This is an optimization exercise on Yosys and OpenROAD, whose aim is small area, not a production implementation.
Function was checked by simulation only, so behaviour that the tests miss may differ from the original.
Power and IR drop assume default switching activity.

==> flow/design.v <==
module vending_machine(
input			CLK,
input			RESET,
input			RELOAD,
input			CARD_IN,
input	[2:0]	ITEM_CODE,
input			KEY_PRESS,
input			VALID_TRN,
output			VEND,
output			INVALID_SEL,
output	[2:0]	COST,
output			FALID_TRAN
);
reg [1:0] s;
reg [2:0] t;
reg [2:0] x;
reg cost2, cost5;
assign COST = {cost5, cost2, cost5};
wire [1:0] s_d;
wire cost2_d, cost5_d, x_en;
wire [2:0] t_d;
wire [9:0] z;             
wire nc1, nc2;            
wire [4:0] a;             
wire m4, p4, navail;
wire [4:0] sel_x_n;       
vm_or2   u_nc1 (.a(x[2]), .b(sel_x_n[1]), .y(nc1));
vm_or2   u_nc2 (.a(x[2]), .b(sel_x_n[2]), .y(nc2));
genvar gi;
generate for (gi = 0; gi < 5; gi = gi + 1) begin : g_av
	vm_o22ai u_a (.a1(nc1), .a2(z[gi]), .b1(nc2), .b2(z[gi + 5]), .y(a[gi]));
end endgenerate
vm_mux4  u_m4 (.a0(a[0]), .a1(a[1]), .a2(a[2]), .a3(a[3]), .s0(ITEM_CODE[0]), .s1(ITEM_CODE[1]), .y(m4));
vm_nor3b u_p4 (.a(ITEM_CODE[1]), .b(ITEM_CODE[0]), .cn(a[4]), .y(p4));
vm_mux2i u_na (.a0(m4), .a1(p4), .s(ITEM_CODE[2]), .y(navail));
wire w, idle_act, nr, t4, ng, ev, ge, gn, stay;
vm_or2   u_w   (.a(s[1]), .b(s[0]), .y(w));
vm_nor2  u_ia  (.a(w), .b(t[0]), .y(idle_act));
vm_inv   u_nr  (.a(RESET), .y(nr));
vm_and2b u_t4  (.an(t[0]), .b(t[2]), .y(t4));
vm_or2   u_ng  (.a(RESET), .b(t4), .y(ng));
vm_mux2  u_ev  (.a0(VALID_TRN), .a1(KEY_PRESS), .s(s[0]), .y(ev));
vm_nor2b u_ge  (.a(ng), .bn(ev), .y(ge));
vm_nor2  u_gn  (.a(ng), .b(ev), .y(gn));
vm_and2  u_st  (.a(gn), .b(w), .y(stay));
wire h0, y1, sel_n;
vm_a21oi u_h0  (.a1(ev), .a2(s[1]), .b(ng), .y(h0));
vm_a32o  u_sd0 (.a1(nr), .a2(idle_act), .a3(CARD_IN), .b1(s[0]), .b2(h0), .y(s_d[0]));
vm_nand2 u_y1  (.a(s[1]), .b(navail), .y(y1));
vm_a32o  u_sd1 (.a1(ge), .a2(s[0]), .a3(y1), .b1(gn), .b2(s[1]), .y(s_d[1]));
vm_nand4b u_sel (.an(navail), .b(ge), .c(s[1]), .d(s[0]), .y(sel_n));
wire to2, q_ev, evd, pay_exit, st2n, nload, load_n, lr;
vm_and4  u_to2 (.a(nr), .b(s[1]), .c(s[0]), .d(t4), .y(to2));
vm_nand2b u_qev (.an(navail), .b(s[0]), .y(q_ev));
vm_and3  u_evd (.a(ge), .b(s[1]), .c(q_ev), .y(evd));
vm_a211o u_t2  (.a1(stay), .a2(t[1]), .b(to2), .c(evd), .y(t_d[2]));
vm_a21o  u_t1  (.a1(stay), .a2(t[0]), .b(pay_exit), .y(t_d[1]));
vm_and4bb u_pe (.an(s[0]), .bn(gn), .c(s[1]), .d(nr), .y(pay_exit));
vm_and2b u_s2n (.an(t[2]), .b(stay), .y(st2n));
vm_or4   u_t0  (.a(st2n), .b(load_n), .c(pay_exit), .d(evd), .y(t_d[0]));
vm_nand3b u_ld (.an(CARD_IN), .b(idle_act), .c(RELOAD), .y(nload));
vm_nand2b u_lr (.an(RESET), .b(nload), .y(lr));
vm_nor2  u_ldn (.a(RESET), .b(nload), .y(load_n));
wire keep;
vm_nor2  u_kp  (.a(RESET), .b(idle_act), .y(keep));
vm_a2bb2o u_c2 (.a1n(sel_n), .a2n(nc1), .b1(keep), .b2(cost2), .y(cost2_d));
vm_a2bb2o u_c5 (.a1n(sel_n), .a2n(nc2), .b1(keep), .b2(cost5), .y(cost5_d));
vm_and3b u_vend (.an(w), .b(t[2]), .c(t[1]), .y(VEND));
vm_nor3b u_fail (.a(w), .b(t[2]), .cn(t[1]), .y(FALID_TRAN));
vm_nor3b u_inv (.a(w), .b(t[1]), .cn(t[2]), .y(INVALID_SEL));
vm_and2  u_xen (.a(KEY_PRESS), .b(s[0]), .y(x_en));
always @(posedge CLK) begin
	s <= s_d;
	t <= t_d;
	cost2 <= cost2_d;
	cost5 <= cost5_d;
end
always @(posedge CLK)
	if (x_en)
		x <= ITEM_CODE;
wire vlo_n, vhi_n;
vm_nand3 u_vlo (.a(VEND), .b(cost2), .c(nr), .y(vlo_n));
vm_nand3 u_vhi (.a(VEND), .b(cost5), .c(nr), .y(vhi_n));
vm_or3   u_s0  (.a(x[2]), .b(x[1]), .c(x[0]), .y(sel_x_n[0]));
vm_nand2b u_s1 (.an(x[1]), .b(x[0]), .y(sel_x_n[1]));
vm_nand2b u_s2 (.an(x[0]), .b(x[1]), .y(sel_x_n[2]));
vm_nand2 u_s3  (.a(x[1]), .b(x[0]), .y(sel_x_n[3]));
vm_inv   u_s4  (.a(x[2]), .y(sel_x_n[4]));
generate for (gi = 0; gi < 10; gi = gi + 1) begin : g_stock
	reg [3:0] q;
	wire [3:0] nx;
	wire d, h, n0;
	vm_nor2  u_d  (.a(gi < 5 ? vlo_n : vhi_n), .b(sel_x_n[gi % 5]), .y(d));
	vm_nor2  u_h  (.a(d), .b(lr), .y(h));
	vm_nand2 u_n0 (.a(q[0]), .b(q[3]), .y(n0));
	vm_nor2  u_z  (.a(q[0]), .b(q[3]), .y(z[gi]));
	vm_a22o  u0 (.a(h), .b(q[0]), .c(d), .e(n0),   .y(nx[0]));
	vm_a221o u1 (.a(h), .b(q[1]), .c(d), .e(q[0]), .k(RESET),  .y(nx[1]));
	vm_a221o u2 (.a(h), .b(q[2]), .c(d), .e(q[1]), .k(RESET),  .y(nx[2]));
	vm_a221o u3 (.a(h), .b(q[3]), .c(d), .e(q[2]), .k(load_n), .y(nx[3]));
	always @(posedge CLK)
		q <= nx;
end endgenerate
endmodule
module vm_inv(input a, output y); assign y = ~a; endmodule
module vm_nor2(input a, input b, output y); assign y = ~(a | b); endmodule
module vm_nand2(input a, input b, output y); assign y = ~(a & b); endmodule
module vm_and2(input a, input b, output y); assign y = a & b; endmodule
module vm_or2(input a, input b, output y); assign y = a | b; endmodule
module vm_and2b(input an, input b, output y); assign y = ~an & b; endmodule
module vm_nor2b(input a, input bn, output y); assign y = ~a & bn; endmodule
module vm_nand2b(input an, input b, output y); assign y = an | ~b; endmodule
module vm_and3(input a, input b, input c, output y); assign y = a & b & c; endmodule
module vm_nand3(input a, input b, input c, output y); assign y = ~(a & b & c); endmodule
module vm_or3(input a, input b, input c, output y); assign y = a | b | c; endmodule
module vm_or3b(input a, input b, input cn, output y); assign y = a | b | ~cn; endmodule
module vm_nor3b(input a, input b, input cn, output y); assign y = ~a & ~b & cn; endmodule
module vm_and3b(input an, input b, input c, output y); assign y = ~an & b & c; endmodule
module vm_nand3b(input an, input b, input c, output y); assign y = an | ~b | ~c; endmodule
module vm_or4(input a, input b, input c, input d, output y); assign y = a | b | c | d; endmodule
module vm_and4(input a, input b, input c, input d, output y); assign y = a & b & c & d; endmodule
module vm_nand4b(input an, input b, input c, input d, output y); assign y = an | ~b | ~c | ~d; endmodule
module vm_a21oi(input a1, input a2, input b, output y); assign y = ~((a1 & a2) | b); endmodule
module vm_and4b(input an, input b, input c, input d, output y); assign y = ~an & b & c & d; endmodule
module vm_and4bb(input an, input bn, input c, input d, output y); assign y = ~an & ~bn & c & d; endmodule
module vm_a21o(input a1, input a2, input b, output y); assign y = (a1 & a2) | b; endmodule
module vm_a22o(input a, input b, input c, input e, output y); assign y = (a & b) | (c & e); endmodule
module vm_a221o(input a, input b, input c, input e, input k, output y); assign y = (a & b) | (c & e) | k; endmodule
module vm_a32o(input a1, input a2, input a3, input b1, input b2, output y); assign y = (a1 & a2 & a3) | (b1 & b2); endmodule
module vm_a211o(input a1, input a2, input b, input c, output y); assign y = (a1 & a2) | b | c; endmodule
module vm_a2bb2o(input a1n, input a2n, input b1, input b2, output y); assign y = (~a1n & ~a2n) | (b1 & b2); endmodule
module vm_o22ai(input a1, input a2, input b1, input b2, output y); assign y = ~((a1 | a2) & (b1 | b2)); endmodule
module vm_mux2(input a0, input a1, input s, output y); assign y = s ? a1 : a0; endmodule
module vm_mux2i(input a0, input a1, input s, output y); assign y = ~(s ? a1 : a0); endmodule
module vm_mux4(input a0, input a1, input a2, input a3, input s0, input s1, output y);
	assign y = s1 ? (s0 ? a3 : a2) : (s0 ? a1 : a0);
endmodule
==> flow/run.sh <==
#!/bin/bash
# synth_recipe.tcl (not shown) runs the flow's synth.tcl, then flattens the netlist and writes it again
# the make line also repeats each setting of config.mk as NAME=value (left out here)
make -C /OpenROAD-flow-scripts/flow DESIGN_CONFIG=/design/flow/config.mk WORK_HOME=/design/flow/orfs CLKGATE_MAP_FILE= SYNTH_SCRIPT=/design/flow/synth_recipe.tcl finish
==> flow/config.mk <==
export PLATFORM = sky130hd
export DESIGN_NAME = vending_machine
export DESIGN_NICKNAME = vending_machine
export VERILOG_FILES = /design/flow/design.v
export SDC_FILE = /design/flow/constraint.sdc
export NUM_CORES = 4
export LEC_CHECK = 0
export CAP_MARGIN = 20
export CORE_MARGIN = 2
export CORE_UTILIZATION = 40
export SLEW_MARGIN = 20
export SYNTH_HIERARCHICAL = 1
==> flow/constraint.sdc <==
create_clock -name core_clock -period 8.0 [get_ports {CLK}]
set_input_delay 1.6000 -clock core_clock [delete_from_list [all_inputs] [get_ports {CLK}]]
set_output_delay 1.6000 -clock core_clock [all_outputs]
set_load 0.01 [all_outputs]
==> summary.txt, run 1 <==
Mean Syn Cell Area -> 11.0 um^2
Peak supply drop -> 0.0933 mV
Layout Nets -> 209
Clock Path Buffers -> 2
CP max FO -> 25
Worst setup EP type -> flop
Share of cells above drive strength 1 -> 9.95%
Comb pwr share -> 13.1%
Switching Power -> 138 uW
Critical path class -> in2reg
GP Congestion -> 0.850
First-pass GRT wire length -> 7360 um
Final setup TNS -> 0 ns
Relative slew margins -> 35.4%
Pwr per Cell Area -> 222 nW/um^2
Leakage power total -> 0.843 nW
Root Buffer -> clkbuf_8
Sequential fraction of the synthesis area -> 51.7%
Die Ht -> 74.6 um
Synth Register Bits -> 50
Vias in the first global route -> 1566
Clock-pin slew on the worst setup and hold paths -> 0.10 ns
Initial core utilization -> 41.9%
Post-CTS Setup Bufs -> 0
Mapped Area -> 1990 um^2
Total grt overflow -> 0
Worst hold-check path type -> reg2reg
Worst Hold Launch -> g_stock[1].q[2]$_DFF_P_
Primary FF master, synth -> dfxtp_1
Area Overhead vs Synth -> 14.8%
Part of the power in registers -> 57.3%
Synth unique cells -> 31
Core occupancy in the finished layout -> 48.1%
EDFF count, synth -> 3
Status -> complete, no violations
Max Cap Viol -> 0
Drc violations -> 0
Required @ worst endpoint -> 8.20 ns
WL/cell -> 16.3 um
Vias -> 1558
Std cell rows -> 25
Reg-to-reg slack, setup -> 5.42 ns
Post-route antenna net violation count -> 0
RR Startpoint -> x[1]$_DFFE_PP_
Maximum clock rate -> 0.267 GHz
GRT Total Usage -> 17.7%
Final setup fails -> 0
Num ports -> 15
Number of diodes -> 0
Post-CTS Resized -> 0
Minimum clock period -> 3.74 ns
Total core area -> 4750 um^2
CTS Buf Count -> 5
Post-Syn Nets -> 191
Hold buffers post-CTS -> 0
Pin count of the biggest net entering global routing -> 26
Syn Inst Count -> 182
Fin crit share -> 46.8%
Depth of the worst hold-timing path -> 1
Slew Limit Fails -> 0
Clk sinks -> 50
Warnings, synthesis -> 7
Worst path arrival time -> 3.94 ns
DRT Wirelength -> 4370 um
Vias per std cell -> 5.81
Total internal power -> 370 uW
Detailed placement HPWL -> 3100 um
Drt pass-1 iters -> 4
Die Area -> 5560 um^2
Area after DPL -> 2190 um^2
Async set or reset register ratio after synthesis -> 0%
Final hold violations -> 0
Die Wd -> 74.6 um
Final clock skew -> 0.00753 ns
WHS -> 0.489 ns
Initial antenna violation count -> 0
Worst Setup Start Kind -> input port
Input/output buffers -> 14
Worst skew pair latency -> 0.30 ns
Worst slew pin tran -> 0.966 ns
Iter 0 DRT Violations -> 64
Switching share of power -> 27.2%
Worst r2r dst -> t[0]$_DFF_P_
CTS tree -> yes
Clock share of power -> 29.6%
H-tree depth -> 2
Final Instance Area -> 2290 um^2
R2R cell count -> 8
Unrepaired setup endpoints after global routing -> no
Min-Delay Endpoint -> g_stock[1].q[3]$_DFF_P_
-- per-layer routing --
metal	GRT usage (%)	up-vias	share of wire (%)
li1	-	747	-
met1	22.0	763	44
met2	28.7	38	50
met3	4.34	10	4.7
met4	8.73	0	1.3
met5	0	-	0
-- layout make-up --
cell class                      count  area (um^2)
Fill cell                         449         2470
Sequential cell                    50         1030
Multi-Input combinational cell    127          932
Timing Repair Buffer               14          140
Tap cell                           67         83.8
Clock buffer                        5         68.8
Clock inverter                      3         23.8
Inverter                            2         7.51
-- cell usage after synthesis (all sizes together), types with 3 or more instances --
library cell	instances	area, um^2
a221o	30	300
a22o	10	87.6
buf	3	22.5
dfxtp	47	941
edfxtp	3	90.1
nand2	12	45.0
nand2b	4	25.0
nor2	34	128
nor2b	3	41.3
nor3b	3	37.5
o22ai	5	31.3
or2	4	25.0
-- kinds of logic after synthesis --
group	synth area share, %
mux	2.39
buf+inv	1.51
simple gates	19.6
compound gates	24.8
flops	51.7
-- per-module statistics from Yosys (local to each module, per instance), a selection --
module,cells inside,flip-flops and latches
vm_and4bb,1,0
vending_machine,53,50
vm_nor3b,1,0
vm_a221o,1,0
vm_nand3,1,0
vm_mux2i,1,0
-- power groups by stage --
| stage | sequential [mW] | clock (mW) | combinational [mW] |
|---|---|---|---|
| after CTS | 0.291 | 0.155 | 0.0666 |
| after detailed placement | 0.296 | 0 | 0.0664 |
| after global routing | 0.294 | 0.168 | 0.0737 |
| after floorplan | 0.291 | 0 | 0.0479 |
| final | 0.291 | 0.150 | 0.0665 |
| after global placement | 0.294 | 0 | 0.0640 |
-- per-stage QoR --
stage / instances / setup slack (ns) / total power [mW]
3_3_place_gp: 260 / 4.05 / 0.358
4_1_cts: 268 / 4.28 / 0.512
5_1_grt: 268 / 4.08 / 0.535
3_5_place_dp: 260 / 3.97 / 0.362
6_report: 268 / 4.26 / 0.508
2_1_floorplan: 182 / 5.13 / 0.339
-- registers in the layout, indices dropped and copies added, names as in the netlist --
register and count:
cost2 1, s 2, t 3, x 3, g_stock.q 40, cost5 1
-- worst max path at each step --
stage | start | endpoint | slack, ns | depth (start not counted)
after detailed placement | RESET | g_stock[2].q[3]$_DFF_P_ | 3.97 | 6
after CTS | RESET | g_stock[2].q[3]$_DFF_P_ | 4.28 | 6
final | RESET | g_stock[2].q[3]$_DFF_P_ | 4.26 | 6
after floorplan | ITEM_CODE[0] | t[0]$_DFF_P_ | 5.13 | 5
after global placement | RESET | t[0]$_DFF_P_ | 4.05 | 6
after global routing | RESET | g_stock[2].q[3]$_DFF_P_ | 4.08 | 6
-- critical path: stages --
cell             delay, ns
clkdlybuf4s50_1       0.87
inv_1                 0.35
nand3_1               0.24
nor2_1                0.35
nor2_1                0.15
a221o_1               0.38
-- placed cells by master, fill, tap and decap left out, drive strengths merged --
cell type       n
dfxtp          47
nor2           34
a221o          30
clkdlybuf4s50  14
nand2          12
a22o           10
o22ai           5
clkbuf          5
nand2b          4
or2             4
inv             4
nor3b           3
nor2b           3
edfxtp          3
o2bb2ai         2
a32o            2
and2            2
nand3           2
mux2            1
and3            1
a21oi           1
nand3b          1
mux4            1
mux2i           1
and4bb          1
or3             1
nand4b          1
or4             1
a21o            1
a211o           1
and4            1
and3b           1
clkinv          1
==> run 2, diff against run 1 <==
--- a/flow/design.v
+++ b/flow/design.v
@@ -13,3 +13,3 @@
 );
-reg [1:0] s;
+reg k1, k2, pay;
 reg [2:0] t;
@@ -18,4 +18,3 @@
 assign COST = {cost5, cost2, cost5};
-wire [1:0] s_d;
-wire cost2_d, cost5_d, x_en;
+wire k1_d, k2_d, pay_d, cost2_d, cost5_d, x_en;
 wire [2:0] t_d;
@@ -25,5 +24,4 @@
 wire m4, p4, navail;
-wire [4:0] sel_x_n;       
-vm_or2   u_nc1 (.a(x[2]), .b(sel_x_n[1]), .y(nc1));
-vm_or2   u_nc2 (.a(x[2]), .b(sel_x_n[2]), .y(nc2));
+vm_or3b  u_nc1 (.a(x[2]), .b(x[1]), .cn(x[0]), .y(nc1));
+vm_or3b  u_nc2 (.a(x[2]), .b(x[0]), .cn(x[1]), .y(nc2));
 genvar gi;
@@ -35,4 +33,4 @@
 vm_mux2i u_na (.a0(m4), .a1(p4), .s(ITEM_CODE[2]), .y(navail));
-wire w, idle_act, nr, t4, ng, ev, ge, gn, stay;
-vm_or2   u_w   (.a(s[1]), .b(s[0]), .y(w));
+wire w, idle_act, nr, t4, g, ev, ge, gn, stay;
+vm_or3   u_w   (.a(k1), .b(k2), .c(pay), .y(w));
 vm_nor2  u_ia  (.a(w), .b(t[0]), .y(idle_act));
@@ -40,25 +38,25 @@
 vm_and2b u_t4  (.an(t[0]), .b(t[2]), .y(t4));
-vm_or2   u_ng  (.a(RESET), .b(t4), .y(ng));
-vm_mux2  u_ev  (.a0(VALID_TRN), .a1(KEY_PRESS), .s(s[0]), .y(ev));
-vm_nor2b u_ge  (.a(ng), .bn(ev), .y(ge));
-vm_nor2  u_gn  (.a(ng), .b(ev), .y(gn));
+vm_nor2  u_g   (.a(RESET), .b(t4), .y(g));
+vm_mux2  u_ev  (.a0(KEY_PRESS), .a1(VALID_TRN), .s(pay), .y(ev));
+vm_and2  u_ge  (.a(g), .b(ev), .y(ge));
+vm_nor2b u_gn  (.a(ev), .bn(g), .y(gn));
 vm_and2  u_st  (.a(gn), .b(w), .y(stay));
-wire h0, y1, sel_n;
-vm_a21oi u_h0  (.a1(ev), .a2(s[1]), .b(ng), .y(h0));
-vm_a32o  u_sd0 (.a1(nr), .a2(idle_act), .a3(CARD_IN), .b1(s[0]), .b2(h0), .y(s_d[0]));
-vm_nand2 u_y1  (.a(s[1]), .b(navail), .y(y1));
-vm_a32o  u_sd1 (.a1(ge), .a2(s[0]), .a3(y1), .b1(gn), .b2(s[1]), .y(s_d[1]));
-vm_nand4b u_sel (.an(navail), .b(ge), .c(s[1]), .d(s[0]), .y(sel_n));
-wire to2, q_ev, evd, pay_exit, st2n, nload, load_n, lr;
-vm_and4  u_to2 (.a(nr), .b(s[1]), .c(s[0]), .d(t4), .y(to2));
-vm_nand2b u_qev (.an(navail), .b(s[0]), .y(q_ev));
-vm_and3  u_evd (.a(ge), .b(s[1]), .c(q_ev), .y(evd));
+vm_a32o  u_k1  (.a1(nr), .a2(idle_act), .a3(CARD_IN), .b1(gn), .b2(k1), .y(k1_d));
+vm_a22o  u_k2  (.a(ge), .b(k1), .c(gn), .e(k2), .y(k2_d));
+wire sel_n, pay_h_n;
+vm_nand3b u_sel (.an(navail), .b(ge), .c(k2), .y(sel_n));
+vm_nand2 u_ph  (.a(gn), .b(pay), .y(pay_h_n));
+vm_nand2 u_pay (.a(pay_h_n), .b(sel_n), .y(pay_d));
+wire to2, q_ev, evd, fe, st2n, load, load_n, lr;
+vm_and3  u_to2 (.a(nr), .b(k2), .c(t4), .y(to2));
+vm_a21o  u_qev (.a1(k2), .a2(navail), .b(pay), .y(q_ev));
+vm_and2  u_evd (.a(ge), .b(q_ev), .y(evd));
 vm_a211o u_t2  (.a1(stay), .a2(t[1]), .b(to2), .c(evd), .y(t_d[2]));
-vm_a21o  u_t1  (.a1(stay), .a2(t[0]), .b(pay_exit), .y(t_d[1]));
-vm_and4bb u_pe (.an(s[0]), .bn(gn), .c(s[1]), .d(nr), .y(pay_exit));
+vm_and2  u_t1  (.a(stay), .b(t[0]), .y(t_d[1]));
+vm_and3  u_fe  (.a(nr), .b(pay), .c(t4), .y(fe));
 vm_and2b u_s2n (.an(t[2]), .b(stay), .y(st2n));
-vm_or4   u_t0  (.a(st2n), .b(load_n), .c(pay_exit), .d(evd), .y(t_d[0]));
-vm_nand3b u_ld (.an(CARD_IN), .b(idle_act), .c(RELOAD), .y(nload));
-vm_nand2b u_lr (.an(RESET), .b(nload), .y(lr));
-vm_nor2  u_ldn (.a(RESET), .b(nload), .y(load_n));
+vm_or4   u_t0  (.a(st2n), .b(load_n), .c(fe), .d(evd), .y(t_d[0]));
+vm_and3b u_ld  (.an(CARD_IN), .b(idle_act), .c(RELOAD), .y(load));
+vm_or2   u_lr  (.a(load), .b(RESET), .y(lr));
+vm_and2  u_ldn (.a(load), .b(nr), .y(load_n));
 wire keep;
@@ -67,8 +65,12 @@
 vm_a2bb2o u_c5 (.a1n(sel_n), .a2n(nc2), .b1(keep), .b2(cost5), .y(cost5_d));
-vm_and3b u_vend (.an(w), .b(t[2]), .c(t[1]), .y(VEND));
-vm_nor3b u_fail (.a(w), .b(t[2]), .cn(t[1]), .y(FALID_TRAN));
-vm_nor3b u_inv (.a(w), .b(t[1]), .cn(t[2]), .y(INVALID_SEL));
-vm_and2  u_xen (.a(KEY_PRESS), .b(s[0]), .y(x_en));
+wire p;
+vm_or2   u_p   (.a(cost2), .b(cost5), .y(p));
+vm_and4b u_vend (.an(w), .b(t[0]), .c(t[2]), .d(p), .y(VEND));
+vm_and4bb u_fail (.an(w), .bn(t[2]), .c(t[0]), .d(p), .y(FALID_TRAN));
+vm_nor3b u_inv (.a(w), .b(p), .cn(t[2]), .y(INVALID_SEL));
+vm_nor2b u_xen (.a(pay), .bn(KEY_PRESS), .y(x_en));
 always @(posedge CLK) begin
-	s <= s_d;
+	k1 <= k1_d;
+	k2 <= k2_d;
+	pay <= pay_d;
 	t <= t_d;
@@ -81,2 +83,3 @@
 wire vlo_n, vhi_n;
+wire [4:0] sel_x_n;       
 vm_nand3 u_vlo (.a(VEND), .b(cost2), .c(nr), .y(vlo_n));
@@ -120,5 +123,2 @@
 module vm_or4(input a, input b, input c, input d, output y); assign y = a | b | c | d; endmodule
-module vm_and4(input a, input b, input c, input d, output y); assign y = a & b & c & d; endmodule
-module vm_nand4b(input an, input b, input c, input d, output y); assign y = an | ~b | ~c | ~d; endmodule
-module vm_a21oi(input a1, input a2, input b, output y); assign y = ~((a1 & a2) | b); endmodule
 module vm_and4b(input an, input b, input c, input d, output y); assign y = ~an & b & c & d; endmodule
==> run 2 against run 1 <==
  * Die area is 1.3% higher
  * Flip-flop and latch count up 1
  * Worst setup slack got worse by 0.012 ns
  * Critical path depth stayed put
  * First-iteration DRC count is 130% higher
  * Critical path type unchanged
==> summary.txt, run 2 <==
Status -> complete, no violations
Final Instance Area -> 2310 um^2
R2R cell count -> 7
Primary FF master, synth -> dfxtp_1
Maximum clock rate -> 0.266 GHz
Worst setup EP type -> flop
Die Wd -> 75.1 um
CP max FO -> 24
Worst slew pin tran -> 0.911 ns
Dpl ws -> 3.93 ns
Post-route antenna net violation count -> 0
H-tree depth -> 2
Filler Cells Inserted -> 436
Area leader, netlist -> dfxtp_1
Critical path class -> in2reg
Commonest non-fill, non-tap cell in the layout -> dfxtp_1
Synth top area share -> 47.6%
Top flop regs -> g_stock.q: 40 flops, t: 3 flops, x: 3 flops
Max Cap Viol -> 0
Final setup TNS -> 0 ns
GP Congestion -> 0.797
Vias -> 1542
Largest register by flop count -> g_stock.q
Async set or reset register ratio after synthesis -> 0%
Final worst slack -> 4.25 ns
Vias in the first global route -> 1454
Peak supply drop -> 0.109 mV
Slew Limit Fails -> 0
Sequential fraction of the synthesis area -> 52.0%
Max stage delay on crit path -> 0.87 ns
Worst r2r dst -> t[0]$_DFF_P_
CP max stage cell -> clkdlybuf4s50_1
Synth area leaders -> dfxtp_1 (48%), a221o_1 (15%), nor2_1 (6.1%)
Mean Syn Cell Area -> 11.0 um^2
Drc violations -> 0
Total grt overflow -> 0
Syn Inst Count -> 184
Clk sinks -> 51
Warnings, synthesis -> 7
Number of diodes -> 0
Drt pass-1 iters -> 4
Reg-to-reg slack, setup -> 5.50 ns
Initial core utilization -> 42.2%
WL/cell -> 16.0 um
Final clock skew -> 0.00776 ns
Std cell rows -> 25
Clock Path Buffers -> 2
Depth of the worst hold-timing path -> 1
Worst hold-check path type -> reg2reg
Fin crit share -> 46.9%
First-pass GRT wire length -> 7150 um
CTS Buf Count -> 5
Commonest cells after routing, fill and taps aside -> dfxtp_1 (48), nor2_1 (33), a221o_1 (30)
Num ports -> 15
Vias per std cell -> 5.71
Leakage power total -> 0.872 nW
Synth unique cells -> 30
CP dominant cell by count -> nor2_1
Detailed placement HPWL -> 3070 um
GRT Total Usage -> 17.3%
CTS tree -> yes
Crit path from -> RESET
Area after DPL -> 2220 um^2
Share of cells above drive strength 1 -> 8.37%
Post-Syn Nets -> 193
EDFF count, synth -> 3
Input/output buffers -> 14
Unrepaired setup endpoints after global routing -> no
Area of the multi-input gates -> 940 um^2
Iter 0 DRT Violations -> 150
Worst path arrival time -> 3.95 ns
Hold buffers post-CTS -> 0
Post-CTS Resized -> 0
Area Overhead vs Synth -> 14.1%
Most common cell in the netlist -> dfxtp_1
Worst skew pair latency -> 0.31 ns
Pin count of the biggest net entering global routing -> 25
DRT Wirelength -> 4330 um
Worst Setup Start Kind -> input port
Final setup fails -> 0
Mapped Area -> 2020 um^2
Die Ht -> 75.1 um
Layout Nets -> 211
Synth Register Bits -> 51
Initial antenna violation count -> 0
Required @ worst endpoint -> 8.19 ns
Root Buffer -> clkbuf_8
Minimum clock period -> 3.75 ns
Pwr per Cell Area -> 206 nW/um^2
Worst Hold Launch -> t[1]$_DFF_P_
Final hold violations -> 0
Total core area -> 4790 um^2
Number of flip-flops in the largest register -> 40
Commonest cells post-synth -> dfxtp_1 (48), nor2_1 (33), a221o_1 (30), nand2_1 (13), a22o_1 (11)
Relative slew margins -> 39.1%
Crit-path cells -> clkdlybuf4s50_1, inv_1, nand3_1, nor2_1, nor2_1, a221o_1
Clock-pin slew on the worst setup and hold paths -> 0.09 ns
RR Startpoint -> x[1]$_DFFE_PP_
FF+latch area -> 1050 um^2
Min-Delay Endpoint -> t[2]$_DFF_P_
Post-CTS Setup Bufs -> 0
Die Area -> 5640 um^2
run 2: cell count changes after synthesis, sizes merged, moves of 2 or more:
cell and delta:
nand2b -2, and2 +3, or2 -2, or3b +2
run 2: critical path: cells and delay by family:
family / cells / cell delay (ns)
buf+inv: 2 / 1.22
simple gates: 3 / 0.74
compound gates: 1 / 0.39
run 2: cell families (layout without fill, tap and decap cells):
| group | after synthesis | after routing | share of synthesized area [%] |
|---|---|---|---|
| simple gates | 74 | 74 | 20.2 |
| flops | 51 | 51 | 52.0 |
| mux | 3 | 3 | 2.35 |
| compound gates | 51 | 51 | 24.0 |
| buf+inv | 5 | 24 | 1.49 |
run 2: stage by stage:
step | utilization, % | hold slack, ns | instances | power (mW)
6_report | 48.2 | 0.441 | 270 | 0.475
5_1_grt | 48.2 | 0.461 | 270 | 0.495
4_1_cts | 48.2 | 0.446 | 270 | 0.478
3_5_place_dp | 46.4 | 0.425 | 262 | 0.336
3_3_place_gp | 46.4 | 0.422 | 262 | 0.332
2_1_floorplan | - | 0.412 | 184 | 0.318
run 2: cell type report:
type                    count  area share [%]
well taps                  67            3.64
inverters                   2           0.326
flip-flops and latches     51            45.6
repair buffers             14            6.08
multi-input cells         128            40.7
clock inverters             3           0.651
clock buffers               5            2.98
run 2: worst max-delay path by stage:
stage	to	cells past startpoint	slack (ns)
floorplan	t[0]$_DFF_P_	5	5.18
global placement	t[0]$_DFF_P_	4	4.01
detailed placement	g_stock[2].q[1]$_DFF_P_	6	3.93
CTS	g_stock[2].q[1]$_DFF_P_	6	4.25
global route	g_stock[2].q[1]$_DFF_P_	6	4.02
finish	g_stock[2].q[1]$_DFF_P_	6	4.25
run 2: routing by layer:
metal	vias up	track usage (%)	part of all wire [%]
li1	748	-	-
met1	741	21.0	44
met2	45	28.5	48
met3	8	3.08	5.8
met4	0	10.5	1.8
met5	-	0	0
run 2: where the power goes:
part | switching, mW | total [mW] | internal [mW]
sequential | 0.0120 | 0.285 | 0.273
clock | 0.0846 | 0.144 | 0.0596
combinational | 0.0227 | 0.0462 | 0.0234
total | 0.119 | 0.475 | 0.356
run 2: Yosys stat by module (local to each module, per instance), excerpt:
module     cell area (um^2)  flip-flops and latches  cells
vm_a211o               8.76                       0      1
vm_a22o                8.76                       0      1
vm_and2                6.26                       0      1
vm_and4bb              12.5                       0      1
vm_nand2b              6.26                       0      1
vm_nand3b              7.51                       0      1
vm_nor2                3.75                       0      1
vm_o22ai               6.26                       0      1
vm_or3b                8.76                       0      1

## afterwards: timing with drivers on the ports
The results above use ideal ports. As a check the final layouts listed here were re-extracted and re-timed, cells and wires unchanged.
Step 1 (the two cells are an assumption about what drives the block):
set clk [get_ports {CLK}]
set_driving_cell -lib_cell sky130_fd_sc_hd__clkbuf_16 $clk
set_driving_cell -lib_cell sky130_fd_sc_hd__buf_2 [delete_from_list [all_inputs] $clk]
Step 2, shift: input delay + t, output delay - t, t = (earliest + latest rising clock arrival at the registers) / 2. This alone moves slack from input paths to output paths.
Slacks: ideal / step 1 / step 2; pairs: ideal / step 1.
run | t, ns | setup WS [ns] | clock arrival spread, ns | worst register clock-pin slew, ns
run 1 | 0.327 | 4.257 / 4.261 / 3.934 | 0.008 / 0.008 | 0.10 / 0.10
run 2 | 0.336 | 4.245 / 4.254 / 3.918 | 0.008 / 0.008 | 0.09 / 0.09
After both steps setup and hold are still met in every run listed. The setup slack of run 2, which loses most, moves by +0.009 ns with the drivers and by -0.327 ns with both steps.
